Source: an optimization exercise on an open RTL-to-GDS flow (aim: small area). Production flows keep margins and buffers that such runs may drop. The RTL was checked by simulation tests, not by an equivalence proof against the original design. No driver is modelled on the clock port, so clocking that relies on it looks cheaper here than on a real chip. Power is estimated from default activity; no workload was simulated.

`design.v`:
```
module hex_to_decimal(
	input		CLK,
	input		RST,
	input		INP_VALID,
	input	[15:0]	INP_HEX_DATA,
	output reg [15:0] OUT_DEC_DATA
);
reg	[18:0]	sr_n;	 
wire	[18:0]	sr = ~sr_n;
reg	[3:0]	cnt;
wire	done = &cnt;
wire	en1 = cnt[3] | cnt[2];
wire	en2 = cnt[3];
wire	en3 = cnt[3] & cnt[2];
function [3:0] dbl;
	input [3:0] x;
	input en;
	reg c;
	begin
		c = en & (x[3] | (x[2] & (x[1] | x[0])));
		dbl[3] = x[3] | c;
		dbl[2] = c ? (x[3] & x[0]) : x[2];
		dbl[1] = c ? ~(x[1] ^ x[0]) : x[1];
		dbl[0] = x[0] ^ c;
	end
endfunction
wire	[3:0]	d0 = dbl(sr[3:0], 1'b1);
wire	[3:0]	d1 = dbl(sr[7:4], en1);
wire	[3:0]	d2 = dbl(sr[11:8], en2);
wire	[3:0]	d3 = dbl(sr[15:12], en3);
wire	[18:0]	step = {sr[17:15], d3[2:0], d2, d1, d0, sr[18]};
always @(posedge CLK)
begin
	if(INP_VALID)
		sr_n	<=	~{INP_HEX_DATA[13:0], 3'b000, INP_HEX_DATA[15:14]};
	else
		sr_n	<=	~step;
end
always @(posedge CLK or posedge RST)
begin
	if(RST)
	begin
		cnt		<=	4'h0;
		OUT_DEC_DATA	<=	16'h0000;
	end
	else
	begin
		cnt[0]	<=	INP_VALID | ((|cnt[3:1]) & ~cnt[0]);
		cnt[1]	<=	~INP_VALID & (cnt[1] ^ cnt[0]);
		cnt[2]	<=	~INP_VALID & (cnt[2] ^ (cnt[1] & cnt[0]));
		cnt[3]	<=	~INP_VALID & (cnt[3] ^ (cnt[2] & cnt[1] & cnt[0]));
		if(done)
			OUT_DEC_DATA	<=	sr[15:0];
	end
end
endmodule
```
`flow/run.sh`:
```
#!/bin/bash
# The standard ORFS layout, with three changes that only save area:
#  - synthesis maps the logic with an area-oriented ABC script (flow/area.abc);
#  - every port gets the smallest buffer, sky130_fd_sc_hd__buf_1;
#  - after global placement every logic cell is swapped for the smallest cell
#    of the same function (flow/downsize.tcl); the repair steps after it fix
#    any slew, capacitance or timing this breaks;
#  - the clock tree is built without dummy loads.
# Each tool's output stays in orfs/logs/, and make's in make_*.log here.
set -euo pipefail
here=$(pwd)
export FLOW_ABC_SCRIPT=$here/flow/area.abc
export FLOW_SYNTH_TCL=$here/synth_recipe.tcl
bash standard.sh "SYNTH_SCRIPT=$here/flow/synth.tcl" synth > make_synth.log 2>&1
bash standard.sh \
  "SYNTH_SCRIPT=$here/flow/synth.tcl" \
  "BUFFER_PORTS_ARGS=-buffer_cell sky130_fd_sc_hd__buf_1" \
  "POST_GLOBAL_PLACE_TCL=$here/flow/downsize.tcl" \
  "POST_CTS_TCL=$here/flow/downsize.tcl" \
  "CTS_ARGS=-sink_clustering_enable -repair_clock_nets -dont_use_dummy_load -buf_list {sky130_fd_sc_hd__clkbuf_4 sky130_fd_sc_hd__clkbuf_8}" \
  finish > make_finish.log 2>&1
```
`flow/area.abc`:
```
strash
&get -n
&dch -f
&nf -a -p
&put
strash
&get -n
&dch -f
&nf -a -p
&put
strash
&get -n
&dch -f
&nf -a -p
&put
```
`flow/downsize.tcl`:
```
# Swap every logic cell for the smallest cell with the same function; the
# repair steps that follow fix any slew, capacitance or timing this breaks.
proc my_downsize {} {
  set n 0
  foreach inst [get_cells *] {
    set lc [get_lib_cells -quiet -of_objects $inst]
    if {$lc eq "" || $lc eq "NULL"} { continue }
    set name [get_name $lc]
    if {[string match *dfxtp* $name] || [string match *df*tp* $name] || [string match *clkbuf* $name] || [string match *tap* $name]} { continue }
    set best $lc
    set best_area [get_property $lc area]
    if {![regexp {^(.*)_[0-9]+$} $name -> base]} { continue }
    foreach e [get_lib_cells */${base}_*] {
      if {![sta::equiv_cells $lc $e]} { continue }
      set en [get_name $e]
      if {[string match *lpflow* $en] || [string match *probe* $en] || [string match *clk* $en]} { continue }
      set a [get_property $e area]
      if {$a < $best_area - 1e-6} { set best $e; set best_area $a }
    }
    if {$best ne $lc} {
      replace_cell $inst $best
      incr n
    }
  }
  puts "my_downsize: resized $n cells"
}
my_downsize
```
`flow/synth.tcl`:
```
# The standard synthesis (synth_recipe.tcl), with the logic mapped by an
# area-oriented ABC script instead of ORFS's speed script, and no adder
# extraction. Registers are
# mapped before ABC runs, so they come out exactly as in the standard run.
proc abc {args} {
  set i [lsearch -exact $args -script]
  if {$i >= 0} {
    lset args [expr {$i + 1}] $::env(FLOW_ABC_SCRIPT)
  }
  yosys abc {*}$args
}
# Half and full adders are left to ABC too: extract_fa's picks are larger
# here than what ABC makes of the same logic.
proc extract_fa {args} {}
source $::env(FLOW_SYNTH_TCL)
```
`standard.sh`:
```
#!/bin/bash
# synth_recipe.tcl (not shown) runs the flow's synth.tcl, then flattens the netlist and writes it again
# the make line also repeats each setting of config.mk as NAME=value (left out here)
make -C /OpenROAD-flow-scripts/flow DESIGN_CONFIG=/design/flow/config.mk WORK_HOME=/design/flow/orfs CLKGATE_MAP_FILE= SYNTH_SCRIPT=/design/flow/synth_recipe.tcl "${@:-finish}"
```
`config.mk`:
```
export PLATFORM = sky130hd
export DESIGN_NAME = hex_to_decimal
export DESIGN_NICKNAME = hex_to_decimal
export VERILOG_FILES = /design/flow/design.v
export SDC_FILE = /design/flow/constraint.sdc
export NUM_CORES = 4
export LEC_CHECK = 0
export CAP_MARGIN = 20
export CORE_MARGIN = 2
export CORE_UTILIZATION = 40
export GPL_TIMING_DRIVEN = 0
export SLEW_MARGIN = 20
```
`constraint.sdc`:
```
create_clock -name core_clock -period 3.0 [get_ports {CLK}]
set_input_delay 0.6000 -clock core_clock [delete_from_list [all_inputs] [get_ports {CLK}]]
set_output_delay 0.6000 -clock core_clock [all_outputs]
set_load 0.01 [all_outputs]
```
==> flow_metrics.env, run 1 <==
export IMPL_drt_iter0_drc=16
export IMPL_synthXorXnorAreaFrac_pct=0.617
export IMPL_num_rows=21
export IMPL_synth_top_cell_area_share_pct=35.3
export IMPL_rr_endpoint="OUT_DEC_DATA[14]$_DFFE_PP0P_"
export IMPL_synthCells=143
export IMPL_power_switching_uw=245
export IMPL_worst_pin_slew_ps=864
export IMPL_peakVddDrop_v=0.000265
export IMPL_min_period_ps=2020
export IMPL_comb_power_share_pct=11.2
export IMPL_muxShareOfSynthArea_pct=1.41
export IMPL_grt_overflow_total=0
export IMPL_clk_pin_slew_ps=110
export IMPL_io_pin_count=35
export IMPL_dpl_cell_area_um2=1600
export IMPL_rr_startpoint="cnt[2]$_DFF_PP0_"
export IMPL_hold_class="primary input to asynchronous set/reset pin"
export IMPL_p_leak_nw=0.695
export IMPL_post_route_period_util_pct=67.2
export IMPL_outcome="no timing/DRC/antenna violations"
export IMPL_dr_wl_met3_um=113
export IMPL_stdcell_area_um2=1640
export IMPL_clk_latency_ps=330
export IMPL_synth_compound_area_share_pct=23.5
export IMPL_io_buffers=34
export IMPL_rsz0062_at_grt="no"
export IMPL_pwr_share_seq_pct=64.7
export IMPL_maxSlewHeadroom_pct=42.2
export IMPL_synthSimpleGateAreaFrac_pct=11.8
export IMPL_grt_pass1_wl_um=4650
export IMPL_worst_slack_ps=983
export IMPL_wl_met2_um=1330
export IMPL_drv_slew=0
export IMPL_drive_gt1_share_pct=2.75
export IMPL_start_kind="primary input"
export IMPL_power_density_nw_per_um2=570
export IMPL_synth_distinct_cells=19
export IMPL_core_area_um2=3360
export IMPL_initial_utilization_pct=42.2
export IMPL_die_h_um=63.6
export IMPL_layout_nets=203
export IMPL_worst_setup_path_type="primary input to flop"
export IMPL_vias=1175
export IMPL_cts_sinks=39
export IMPL_first_pass_iters=4
export IMPL_skew_ps=11.5
export IMPL_area_growth_pct=15.7
export IMPL_yosysWarnings=1
export IMPL_reg2reg_slack_ps=1350
export IMPL_arrival_ps=2270
export IMPL_max_freq_ghz=0.496
export IMPL_worstPathRequired_ps=3250
export IMPL_syn_area_um2=1420
export IMPL_synth_seq_cells=39
export IMPL_worst_setup_path_end_kind="flop"
export IMPL_antenna_found_initial=0
export IMPL_setup_viol=0
export IMPL_synth_top_family_by_area="compound AO/OA/AOI/OAI gates"
export IMPL_yosys_top_cells_area="dfrtp_1 35%, dfxtp_1 27%, o21ai_0 7.8%"
export IMPL_avgSynthCellArea_um2=9.92
export IMPL_ant_nets=0
export IMPL_cap_violations=0
export IMPL_grt_pass1_vias=1109
export IMPL_dp_slack_ps=640
export IMPL_yosysSeqAreaShare_pct=62.1
export IMPL_cts_tree="yes"
export IMPL_drc=0
export IMPL_crit_fanout=20
export IMPL_power_frac_clock_pct=24.2
export IMPL_seqCellArea_um2=881
export IMPL_swShare_pct=26.2
export IMPL_grt_use_total_pct=14.8
export IMPL_vias_per_cell=5.15
export IMPL_worst_r2r_path_depth=4
export IMPL_synthAdderAreaFrac_pct=0
export IMPL_yosys_area_top_type="dfrtp_1"
export IMPL_internal_power_uw=690
export IMPL_maxUsedRoutingLayer="met4"
export IMPL_drt_met1_wl_um=1250
export IMPL_syn_nets=162
export IMPL_grt_start_max_net_pins=34
export IMPL_hold_viol=0
export IMPL_fillers=352
export IMPL_num_antenna_cells=0
export IMPL_wl_per_cell_um=12.0
export IMPL_dpl_hpwl_um=1920
export IMPL_multi_input_area_um2=531
export IMPL_dieArea_um2=4040
export IMPL_setup_tns_final_ps=0
export IMPL_drt_wl_total_um=2740
export IMPL_chipWidth_um=63.6
## worst max-delay path, cell delays in order
cell and delay [ps]:
buf_1 580, clkinv_1 710, o22ai_1 370
## power by group through the flow
stage               Sequential [mW]  Combinational (mW)  Clock [mW]
floorplan                     0.609              0.0706           0
finish                        0.605               0.104       0.226
detailed placement            0.616               0.105           0
global route                  0.612               0.120       0.260
global placement              0.612               0.101           0
## Yosys cell counts
cell type	instances
nor3_1	2
and3_1	1
clkinv_1	2
o31ai_1	2
dfxtp_1	19
and2_0	1
nor2b_1	1
nor2_1	14
a31o_1	2
a21o_1	7
o32ai_1	1
dfrtp_1	20
o22ai_1	10
xnor2_1	1
nand2_1	23
a21oi_1	12
a21boi_0	1
o21ai_0	22
mux2i_1	2
## registers in the layout, indices dropped and copies added, names as in the netlist
name          cells
sr_n             19
OUT_DEC_DATA     16
cnt               4
## cell type report
type,instances,area share (%)
clock buffer,5,2.29
sequential,39,53.7
tap,46,3.51
inverter,2,0.457
timing repair buffer,34,7.77
multi-input combinational,102,32.3
## routing by layer
layer / GRT usage [%] / vias to the layer above
met5: 0 / -
met4: 7.34 / 0
met3: 3.39 / 7
met2: 26.4 / 21
met1: 16.2 / 553
li1: - / 594
## cell families after synthesis
logic type | count (synthesis)
compound gates | 57
simple gates | 42
flops | 39
mux | 2
buf+inv | 2
xor+xnor | 1
## metrics by stage
step	hold slack, ps	total power, mW	util (%)	instances
after floorplan	437	0.680	-	143
after global routing	279	0.992	48.8	228
after global placement	439	0.713	47.7	223
final	249	0.936	48.8	228
after detailed placement	457	0.721	47.7	223
## layout by cell type, fill, tap and decap left out, drive strengths merged
| cell type | Yosys | routed |
|---|---|---|
| buf | 0 | 34 |
| nand2 | 23 | 23 |
| o21ai | 22 | 22 |
| dfrtp | 20 | 20 |
| dfxtp | 19 | 19 |
| nor2 | 14 | 14 |
| a21oi | 12 | 12 |
| o22ai | 10 | 10 |
| a21o | 7 | 7 |
| clkbuf | 0 | 5 |
| clkinv | 2 | 2 |
| mux2i | 2 | 2 |
| o31ai | 2 | 2 |
| a31o | 2 | 2 |
| nor3 | 2 | 2 |
| and3 | 1 | 1 |
| a21boi | 1 | 1 |
| and2 | 1 | 1 |
| xnor2 | 1 | 1 |
| o32ai | 1 | 1 |
| nor2b | 1 | 1 |
## how the worst max path moves through the flow
| stage | endpoint | startpoint | depth (start not counted) |
|---|---|---|---|
| finish | sr_n[13]$_DFF_P_ | INP_VALID | 3 |
| global route | sr_n[13]$_DFF_P_ | INP_VALID | 3 |
| detailed placement | sr_n[13]$_DFF_P_ | INP_VALID | 3 |
| global placement | sr_n[7]$_DFF_P_ | INP_VALID | 4 |
| floorplan | OUT_DEC_DATA[0]$_DFFE_PP0P_ | cnt[1]$_DFF_PP0_ | 3 |
==> inputs of run 2 (changes only) <==
--- a/flow/run.sh
+++ b/flow/run.sh
@@ -1,3 +1,3 @@
 #!/bin/bash
-# The standard ORFS layout, with three changes that only save area:
+# The standard ORFS layout, with these changes, which only save area:
 #  - synthesis maps the logic with an area-oriented ABC script (flow/area.abc);
@@ -7,3 +7,4 @@
 #    any slew, capacitance or timing this breaks;
-#  - the clock tree is built without dummy loads.
+#  - the clock tree is built without dummy loads, and its root buffer, which
+#    drives only the leaf buffers, is the smallest clock buffer.
 # Each tool's output stays in orfs/logs/, and make's in make_*.log here.
@@ -18,3 +19,3 @@
   "POST_GLOBAL_PLACE_TCL=$here/flow/downsize.tcl" \
-  "POST_CTS_TCL=$here/flow/downsize.tcl" \
+  "POST_CTS_TCL=$here/flow/post_cts.tcl" \
   "CTS_ARGS=-sink_clustering_enable -repair_clock_nets -dont_use_dummy_load -buf_list {sky130_fd_sc_hd__clkbuf_4 sky130_fd_sc_hd__clkbuf_8}" \
==> flow/post_cts.tcl (new file) <==
# After CTS: the root buffer only drives the four leaf buffers, so the
# smallest clock buffer does; then shrink the logic again (downsize.tcl).
set root [[ord::get_db_block] findInst clkbuf_0_CLK]
if {$root ne "NULL"} {
  replace_cell clkbuf_0_CLK sky130_fd_sc_hd__clkbuf_1
}
source [file join [file dirname [info script]] downsize.tcl]
==> run 2 against run 1 <==
  * Critical path depth is the same
  * First-iteration DRC count down 6.3%
  * Clock power is 6% lower
  * Fmax grew 5.6%
  * Design area fell by 0.23%
  * Synthesized cell count unchanged
  * Final cell count is the same
  * Worst setup slack better by 110 ps
  * Total power shrank 1.5%
  * Critical endpoint unchanged
  * Non-clock buffer count stayed put
  * Clock-buffer cell count stayed put
==> flow_metrics.env, run 2 <==
export IMPL_outcome="no timing/DRC/antenna violations"
export IMPL_critPathLaunch="INP_VALID"
export IMPL_arrival_ps=2280
export IMPL_worst_setup_path_end_kind="flop"
export IMPL_drive_gt1_share_pct=2.20
export IMPL_drt_iter0_drc=15
export IMPL_yosys_top_cells_area="dfrtp_1 35%, dfxtp_1 27%, o21ai_0 7.8%"
export IMPL_max_freq_ghz=0.524
export IMPL_synthCells=143
export IMPL_synth_distinct_cells=19
export IMPL_io_buffers=34
export IMPL_num_rows=21
export IMPL_drt_wl_total_um=2750
export IMPL_grt_met1_usage_pct=16.2
export IMPL_area_growth_pct=15.4
export IMPL_hold_viol=0
export IMPL_reg_largest_list="sr_n x19, OUT_DEC_DATA x16, cnt x4"
export IMPL_num_antenna_cells=0
export IMPL_antenna_found_initial=0
export IMPL_p_leak_nw=0.691
export IMPL_synthArstFlopShare_pct=51.3
export IMPL_yosysWarnings=1
export IMPL_worst_pin_slew_ps=868
export IMPL_crit_fanout=20
export IMPL_worst_r2r_path_depth=4
export IMPL_clk_pin_slew_ps=110
export IMPL_grt_overflow_total=0
export IMPL_worstPathRequired_ps=3380
export IMPL_synth_top_cell_area_share_pct=35.3
export IMPL_first_pass_iters=4
export IMPL_vias_per_cell=5.13
export IMPL_rr_startpoint="cnt[2]$_DFF_PP0_"
export IMPL_mostFrequentLayoutCells="34 x buf_1, 23 x nand2_1, 22 x o21ai_0, 20 x dfrtp_1, 19 x dfxtp_1"
export IMPL_start_kind="primary input"
export IMPL_yosysSeqAreaShare_pct=62.1
export IMPL_post_route_period_util_pct=63.6
export IMPL_ant_nets=0
export IMPL_initial_utilization_pct=42.2
export IMPL_skew_ps=10.9
export IMPL_grt_pass1_vias=1108
export IMPL_yosys_area_top_type="dfrtp_1"
export IMPL_worst_slack_ps=1090
export IMPL_ys_flop_type="dfrtp_1"
export IMPL_busiest_layer="met2"
export IMPL_grt_use_total_pct=14.9
export IMPL_syn_nets=162
export IMPL_io_pin_count=35
export IMPL_die_h_um=63.6
export IMPL_reg2reg_slack_ps=1340
export IMPL_rr_endpoint="OUT_DEC_DATA[0]$_DFFE_PP0P_"
export IMPL_setup_tns_final_ps=0
export IMPL_layout_commonest_cell="buf_1"
export IMPL_dieArea_um2=4040
export IMPL_grtUsageMet3_pct=3.93
export IMPL_grt_pass1_wl_um=4660
export IMPL_synth_edff_count=0
export IMPL_setup_viol=0
export IMPL_cts_sinks=39
export IMPL_dp_slack_ps=640
export IMPL_layout_nets=203
export IMPL_chipWidth_um=63.6
export IMPL_grt_util_met2_pct=26.4
export IMPL_largest_reg_flops=19
export IMPL_hold_class="primary input to asynchronous set/reset pin"
export IMPL_worst_setup_path_type="primary input to flop"
export IMPL_power_density_nw_per_um2=563
export IMPL_synth_seq_cells=39
export IMPL_rsz0062_at_grt="no"
export IMPL_wl_per_cell_um=12.1
export IMPL_grt_start_max_net_pins=34
export IMPL_maxSlewHeadroom_pct=42.0
export IMPL_vias=1169
export IMPL_largest_register="sr_n"
export IMPL_cts_tree="yes"
export IMPL_dpl_hpwl_um=1920
export IMPL_drv_slew=0
export IMPL_peakVddDrop_v=0.000261
export IMPL_yosys_top_cells_count="23 x nand2_1, 22 x o21ai_0, 20 x dfrtp_1, 19 x dfxtp_1, 14 x nor2_1"
export IMPL_drc=0
export IMPL_syn_area_um2=1420
export IMPL_clk_latency_ps=460
export IMPL_worstSetupEndpoint="sr_n[13]$_DFF_P_"
export IMPL_avgSynthCellArea_um2=9.92
export IMPL_core_area_um2=3360
export IMPL_synth_most_common_cell="nand2_1"
export IMPL_min_period_ps=1910
export IMPL_cap_violations=0
==> run 2: how the worst min path moves through the flow <==
stage,depth (start not counted),slack [ps],end,from
3_3_place_gp,2,440,sr_n[0]$_DFF_P_,sr_n[18]$_DFF_P_
2_1_floorplan,2,440,sr_n[0]$_DFF_P_,sr_n[18]$_DFF_P_
6_report,2,130,cnt[1]$_DFF_PP0_,RST
5_1_grt,2,130,OUT_DEC_DATA[14]$_DFFE_PP0P_,RST
3_5_place_dp,2,460,sr_n[17]$_DFF_P_,sr_n[16]$_DFF_P_
==> run 2: layout make-up <==
type                    instances  area, um^2
well taps                      46        57.6
multi-input cells             102         531
repair buffers                 34         128
flip-flops and latches         39         881
inverters                       2        7.51
clock buffers                   5        33.8
fillers                       352        1730
==> run 2: per-stage QoR <==
step | util (%) | power, mW | hold WS [ps] | area (um^2) | std cells
final | 48.7 | 0.922 | 135 | 1640 | 228
after global routing | 48.7 | 0.980 | 131 | 1640 | 228
after detailed placement | 47.7 | 0.721 | 457 | 1600 | 223
after global placement | 47.7 | 0.713 | 439 | 1600 | 223
after floorplan | - | 0.680 | 437 | 1420 | 143
==> run 2: power breakdown <==
group / internal, mW / leakage (nW) / switching, mW / total, mW
Clock: 0.0667 / 0.0196 / 0.146 / 0.212
Combinational: 0.0471 / 0.238 / 0.0576 / 0.105
Sequential: 0.565 / 0.434 / 0.0400 / 0.605
==> run 2: critical path, cell delays in order <==
cell,delay (ps)
buf_1,590
clkinv_1,720
o22ai_1,370
==> run 2: logic make-up after synthesis <==
group,after synthesis,share of synthesized area [%]
flip-flops,39,62.1
AO/OA/AOI/OAI,57,23.5
XOR/XNOR,1,0.617
multiplexers,2,1.41
buffers and inverters,2,0.529
AND/OR/NAND/NOR,42,11.8
==> run 2: layer usage <==
metal  share of wire, %  wire (um)
met1                 45       1230
met2                 50       1370
met3                4.1        112
met4                1.6         44
met5                  0          0
==> inputs of run 3 (changes only) <==
==> flow/area.abc (replaced) <==
strash
dc2
&get -n
&dch -f
&nf -a -p -R 200
&put
strash
&get -n
&dch -f
&nf -a -p -R 200
&put
strash
&get -n
&dch -f
&nf -a -p -R 200
&put
==> run 3 against run 2 <==
  * Worst setup slack worse by 10 ps
  * Sequential power is 1% lower
  * Non-clock buffer count stayed put
  * Global-route usage is 0.26 points lower
  * Sequential share of layout area is 0.54 points higher
  * Clock power hardly changed
  * Critical path type unchanged
  * Critical endpoint is now cnt[3]$_DFF_PP0_
==> flow_metrics.env, run 3 <==
export IMPL_outcome="no timing/DRC/antenna violations"
export IMPL_drt_iter0_drc=21
export IMPL_drc=0
export IMPL_synthCells=144
export IMPL_mostFrequentLayoutCells="34 x buf_1, 32 x o21ai_0, 25 x nand2_1, 20 x dfrtp_1, 19 x dfxtp_1"
export IMPL_io_buffers=34
export IMPL_peakVddDrop_v=0.000263
export IMPL_synth_seq_cells=39
export IMPL_synth_most_common_cell="o21ai_0"
export IMPL_yosysWarnings=1
export IMPL_num_antenna_cells=0
export IMPL_vias_per_cell=4.97
export IMPL_yosysSeqAreaShare_pct=62.8
export IMPL_synth_distinct_cells=20
export IMPL_first_pass_iters=4
export IMPL_crit_fanout=24
export IMPL_avgSynthCellArea_um2=9.74
export IMPL_largest_reg_flops=19
export IMPL_reg_largest_list="sr_n x19, OUT_DEC_DATA x16, cnt x4"
export IMPL_wl_per_cell_um=11.5
export IMPL_largest_register="sr_n"
export IMPL_start_kind="primary input"
export IMPL_syn_area_um2=1400
export IMPL_drive_gt1_share_pct=2.19
export IMPL_synth_top_cell_area_share_pct=35.7
export IMPL_min_period_ps=1920
export IMPL_chipWidth_um=63.2
export IMPL_initial_utilization_pct=41.7
export IMPL_max_freq_ghz=0.521
export IMPL_stdcell_area_um2=1620
export IMPL_rr_endpoint="OUT_DEC_DATA[11]$_DFFE_PP0P_"
export IMPL_power_density_nw_per_um2=554
export IMPL_worst_pin_slew_ps=1020
export IMPL_post_route_util_pct=48.2
export IMPL_place_inst=224
export IMPL_grt_overflow_total=0
export IMPL_grt_start_max_net_pins=33
export IMPL_hold_viol=0
export IMPL_maxSlewHeadroom_pct=32.2
export IMPL_clk_pin_slew_ps=110
export IMPL_worst_setup_path_type="primary input to flop"
export IMPL_layout_nets=204
export IMPL_grt_pass1_wl_um=4570
export IMPL_cts_sinks=39
export IMPL_p_leak_nw=0.657
export IMPL_post_route_period_util_pct=64.0
export IMPL_rr_startpoint="cnt[2]$_DFF_PP0_"
export IMPL_layout_commonest_cell="buf_1"
export IMPL_grt_use_total_pct=14.6
export IMPL_worst_setup_path_end_kind="flop"
export IMPL_worstSetupEndpoint="cnt[3]$_DFF_PP0_"
export IMPL_dieArea_um2=4000
export IMPL_ant_nets=0
export IMPL_syn_nets=163
export IMPL_antenna_found_initial=0
export IMPL_cap_violations=0
export IMPL_num_rows=21
export IMPL_area_growth_pct=15.6
export IMPL_rsz0062_at_grt="no"
export IMPL_dpl_cell_area_um2=1590
export IMPL_setup_viol=0
export IMPL_critPathLaunch="INP_VALID"
export IMPL_dpl_hpwl_um=1900
export IMPL_cts_tree="yes"
export IMPL_whs_ps=123
export IMPL_die_h_um=63.2
export IMPL_worst_slack_ps=1080
export IMPL_stdcell_count=229
export IMPL_worstPathRequired_ps=3320
export IMPL_synth_edff_count=0
export IMPL_clk_latency_ps=460
export IMPL_vias=1139
export IMPL_skew_ps=23.9
export IMPL_synthArstFlopShare_pct=51.3
export IMPL_core_area_um2=3360
export IMPL_yosys_top_cells_area="dfrtp_1 36%, dfxtp_1 27%, o21ai_0 11%"
export IMPL_grt_pass1_vias=1075
export IMPL_ys_flop_type="dfrtp_1"
export IMPL_yosys_top_cells_count="32 x o21ai_0, 25 x nand2_1, 20 x dfrtp_1, 19 x dfxtp_1, 16 x a21oi_1"
export IMPL_drv_slew=0
export IMPL_drt_wl_total_um=2640
export IMPL_hold_class="primary input to asynchronous set/reset pin"
export IMPL_yosys_area_top_type="dfrtp_1"
export IMPL_worst_r2r_path_depth=3
export IMPL_setup_tns_final_ps=0
export IMPL_io_pin_count=35
export IMPL_power_total_uw=898
export IMPL_reg2reg_slack_ps=1380
export IMPL_arrival_ps=2240
export IMPL_dp_slack_ps=599
-- run 3: changes by cell type in the layout (fill, tap and decap cells not counted), moves of 2 or more --
cell,before,now
o22ai_1,10,3
a21o_1,7,2
o31ai_1,2,0
nor2_1,14,10
a31o_1,2,0
a21oi_1,12,16
nand2_1,23,25
o21ai_0,22,32
nor3_1,2,4
-- run 3: critical path, stage by stage --
cell and delay [ps]:
buf_1 730, clkinv_1 620, o21ai_0 210, a21oi_1 60
-- run 3: logic make-up (layout without fill, tap and decap cells) --
kind of cell           Yosys count  in the layout  synth area share [%]
XOR/XNOR                         2              2                  1.25
AO/OA/AOI/OAI                   57             57                  21.8
AND/OR/NAND/NOR                 42             42                  12.1
buffers and inverters            2             41                 0.535
flip-flops                      39             39                  62.8
multiplexers                     2              2                  1.52
-- run 3: metal layers --
layer | share of wire [%] | GRT usage (%)
met1 | 43 | 16.0
met2 | 49 | 25.5
met3 | 5.7 | 5.54
met4 | 1.7 | 5.71
met5 | 0 | 0
-- run 3: how the worst min path moves through the flow --
| stage | depth (start not counted) | end | from | slack, ps |
|---|---|---|---|---|
| global placement | 2 | sr_n[0]$_DFF_P_ | sr_n[18]$_DFF_P_ | 440 |
| floorplan | 2 | sr_n[0]$_DFF_P_ | sr_n[18]$_DFF_P_ | 440 |
| detailed placement | 2 | sr_n[0]$_DFF_P_ | sr_n[18]$_DFF_P_ | 450 |
| finish | 2 | OUT_DEC_DATA[5]$_DFFE_PP0P_ | RST | 120 |
| global route | 2 | OUT_DEC_DATA[15]$_DFFE_PP0P_ | RST | 120 |
-- run 3: cell type report --
class | instances | area, um^2
Clock buffer | 5 | 33.8
Multi-Input combinational cell | 103 | 514
Inverter | 2 | 7.51
Timing Repair Buffer | 34 | 128
Sequential cell | 39 | 881
Tap cell | 46 | 57.6
Fill cell | 369 | 1740
-- run 3: power breakdown --
group | leakage (nW) | internal, mW | switching, mW
logic | 0.204 | 0.0392 | 0.0502
clock network | 0.0196 | 0.0666 | 0.146
registers | 0.434 | 0.563 | 0.0331

## port drivers added, routing unchanged
The results above use ideal ports. As a check the final layouts listed here were re-extracted and re-timed, cells and wires unchanged. Step 1, drivers: a clkbuf_16 drives CLK and a buf_2 each remaining input, both assumed. Step 2 adds t to the input delays and takes it off the output delays; t is the mean of the earliest and latest rising clock arrival at the registers after step 1. Input paths then give back, and output paths get back, about the clock's delay inside the block. Slacks: ideal / step 1 / step 2; pairs: ideal / step 1.
run | t, ns | setup slack, ns | hold slack, ns | latest minus earliest clock arrival (ns)
run 1 | 0.348 | 0.983 / 0.973 / 0.625 | 0.249 / 0.248 / 0.473 | 0.012 / 0.012
run 2 | 0.472 | 1.091 / 1.080 / 0.609 | 0.135 / 0.135 / 0.472 | 0.012 / 0.011
run 3 | 0.470 | 1.080 / 1.074 / 0.604 | 0.123 / 0.121 / 0.456 | 0.025 / 0.024
After both steps setup and hold are still met in every run listed. The setup slack of run 2, which loses most, moves by -0.011 ns with the drivers and by -0.482 ns with both steps.
